This design comes from an exercise in tuning for small area and few clock cycles on the open sky130 flow, not from production work.
Only simulation tests tie the RTL to the original design; equivalence was not proved.
Power figures rest on the tool's default switching activity, not on a simulated workload.

job 3863:
Design ad9958_master, start of the top module:
module ad9958_master(
    input         clock,
    input         reset_n,
    output        cs,
    output        sclk,
    output [3:0]  sdio,
    output        master_reset,
    output        io_update,
    input  [31:0] ftw_ch0,
    input  [31:0] ftw_ch1,
    input  [9:0]  asf_ch0,
    input  [9:0]  asf_ch1
);
   assign cs = 1'b0;
   assign master_reset = 1'b0;
   reg        sclk_r;
   reg [3:0]  n;
   reg [1:0]  st;
   reg        ch;
   reg        amp;
   wire last     = &n;
   wire need_iou = ch | st[1];
   wire to_iou   = sclk_r & last & need_iou;
   wire restart  = (n[3:1] == 3'd0) | (last & ~need_iou);
   wire [3:0] start = (st == 2'd0) ? 4'd2 : 4'd8;
   always @(posedge clock) begin
      if (~reset_n) begin
         sclk_r <= 1'b1;
         n      <= 4'd1;
         st     <= 2'd1;
         ch     <= 1'b0;
      end else if (~sclk_r) begin
         sclk_r <= 1'b1;
      end else begin
         sclk_r <= to_iou;
         if (restart)
            n <= start;
         else if (st == 2'd0 & amp & n == 4'd7)
            n <= 4'd12;
         else
            n <= n + 4'd1;
         if (last) begin
            ch <= ~ch;
            if (st != 2'd0 & (st != 2'd1 | ch))
               st <= st + 2'd1;
            if (st == 2'd3)
               amp <= 1'b0;
            else if (ch)
               amp <= ~amp;
         end
      end
   end
   wire [3:0] data_nib;
   ad9958_buffer data_buf(
      .clock(clock), .load(to_iou), .load_amp((st == 2'd0) & ~amp),
      .ftw_ch0(ftw_ch0), .ftw_ch1(ftw_ch1), .asf_ch0(asf_ch0), .asf_ch1(asf_ch1),
      .slot({ch, n[2:0]}), .nibble(data_nib));
   reg [3:0] sdio_c;
   always @(*) begin
      case (st)
        2'd1: sdio_c = {3'b000, ch & ((n == 4'd8) | (n == 4'd9) | (n == 4'd13) | (n == 4'd14))};
  ...
Size in the first run: about 73 flip-flops, ~0.0030 mm² of cells after synthesis.
==> flow/config.mk <==
export PLATFORM = sky130hd
export DESIGN_NAME = ad9958_master
export DESIGN_NICKNAME = ad9958_master
export VERILOG_FILES = /design/flow/design.v
export SDC_FILE = /design/flow/constraint.sdc
export NUM_CORES = 4
export LEC_CHECK = 0
export CAP_MARGIN = 20
export CORE_MARGIN = 2
export CORE_UTILIZATION = 40
export GPL_TIMING_DRIVEN = 0
export SLEW_MARGIN = 20
==> flow/constraint.sdc <==
create_clock -name core_clock -period 5.0 [get_ports {clock}]
set_input_delay 1.0000 -clock core_clock [delete_from_list [all_inputs] [get_ports {clock}]]
set_output_delay 1.0000 -clock core_clock [all_outputs]
set_load 0.01 [all_outputs]
standard.sh (not shown) runs the stock make flow with config.mk's settings and CLKGATE_MAP_FILE= SYNTH_SCRIPT=/design/flow/synth_recipe.tcl, a recipe that flattens the netlist after the stock synthesis.
==> flow/flow/run.sh <==
#!/bin/bash
# Standard layout with three changes: synthesis maps logic with an
# area-oriented ABC script and without the adder step (flow/synth.tcl,
# flow/area.abc), the port
# buffers are plain buf_1 cells, and clock tree
# synthesis adds no dummy loads.
set -euo pipefail
here=$(pwd)
bash standard.sh "SYNTH_SCRIPT=$here/flow/synth.tcl" \
  "ADDER_MAP_FILE=" \
  "CTS_ARGS=-sink_clustering_enable -repair_clock_nets -dont_use_dummy_load" \
  "BUFFER_PORTS_ARGS=-buffer_cell sky130_fd_sc_hd__buf_1" \
  finish > flow_make.log 2>&1
==> flow/flow/area.abc <==
strash
dc2
dc2
dch -f
amap
==> flow/flow/synth.tcl <==
set ::area_abc_script [file join [file dirname [file normalize [info script]]] area.abc]
proc synth {args} { yosys synth -nofsm -noshare {*}$args }
proc abc {args} {
  set i [lsearch -exact $args -script]
  if { $i >= 0 } { lset args [expr { $i + 1 }] $::area_abc_script }
  puts "abc script: $::area_abc_script"
  yosys abc {*}$args
}
source $::env(SCRIPTS_DIR)/synth.tcl
# left out here: clear keep_hierarchy, flatten, clean up, hide names made inside functions, write 1_2_yosys.v
Testbench counts of job 3863, summed over its fixed seeds: cycles 12,162.
Relative to job 3863, the following input files were edited for job 3840:
diff --git a/flow/config.mk b/flow/config.mk
--- a/flow/config.mk
+++ b/flow/config.mk
@@ -11 +10,0 @@
-export GPL_TIMING_DRIVEN = 0
[summary]
Via density per instance, job 3840 vs job 3863: down slightly. Layout-stage area growth over the synthesis result for job 3840: 2.2 points down relative to job 3863. Job 3840 against job 3863; total length of routed met2 wires is up slightly. Lower global-route usage was reported by job 3863, not job 3840.
The following lists how job 5353 was set up differently from job 3840:
diff --git a/flow/config.mk b/flow/config.mk
--- a/flow/config.mk
+++ b/flow/config.mk
@@ -10 +10 @@
-export CORE_UTILIZATION = 40
+export CORE_UTILIZATION = 60
Results
Going from job 3840 to job 5353, the per-cell via count in the routed design was found to have gone up by about 13%.
The final reports for job 5353 and job 3840 show hold slack lower in the former.
Job 5353 vs. job 3840: length of routed met3 wiring saw an increase; total track usage saw an increase; synthesis-to-layout area growth saw a decrease; share of cell area taken by multi-input logic gates saw an increase.
Compared with job 3840, job 5353 shows initial core utilization higher by 22 points.
For clock network power share, job 3840 and job 5353 come out practically identical.
Job 3840 → job 5353: wire length on met1 went down; first-pass GRT wire length fell 7.1%.
Run comparison: job 3840 last element of the critical path sdio[1]; job 5353 last element of the critical path sdio[3]
Input-level comparison between job 8443 and job 5353:
diff --git a/flow/flow/run.sh b/flow/flow/run.sh
--- a/flow/flow/run.sh
+++ b/flow/flow/run.sh
@@ -11 +11 @@
-  "CTS_ARGS=-sink_clustering_enable -repair_clock_nets -dont_use_dummy_load" \
+  "CTS_ARGS=-repair_clock_nets -dont_use_dummy_load" \
diff --git a/flow/config.mk b/flow/config.mk
--- a/flow/config.mk
+++ b/flow/config.mk
@@ -10 +10 @@
-export CORE_UTILIZATION = 60
+export CORE_UTILIZATION = 40
Results
Of the two values seen for destination of the critical timing path, sdio[3] was produced by job 5353 and sdio[1] by job 8443. Job 8443 vs job 5353 — endpoint arrival time on the critical path rose 0.11 ns. Between job 5353 and job 8443, the clock-pin slew of the registers on the worst-case setup and hold paths does not differ in any meaningful way. Job 5353 → job 8443: final wirelength increased by 3.2% relative to the old numbers; clock group share of total power shows no meaningful change.

-- what the ideal ports hide --
The results above use ideal ports. As a check the final layouts listed here were re-extracted and re-timed, cells and wires unchanged. Step 1, drivers: a clkbuf_16 drives clock and a buf_2 each remaining input, both assumed. Step 2 moves the port delays by t, midway between the first and last clock arrival at a register: inputs arrive t later, outputs are due t later. That takes back most of the time a late clock gives input paths. Slacks: ideal ports / drivers / drivers and shift; pairs: ideal ports / drivers.
run	t, ns	slack for setup (ns)	worst data-port slew with drivers (ns)
job 3863	0.362	1.058 / 1.029 / 1.391	0.05
job 3840	0.362	1.161 / 1.132 / 1.494	0.03
job 5353	0.372	1.275 / 1.244 / 1.616	0.04
job 8443	0.362	1.161 / 1.132 / 1.494	0.03
After both steps setup and hold are still met in every run listed.
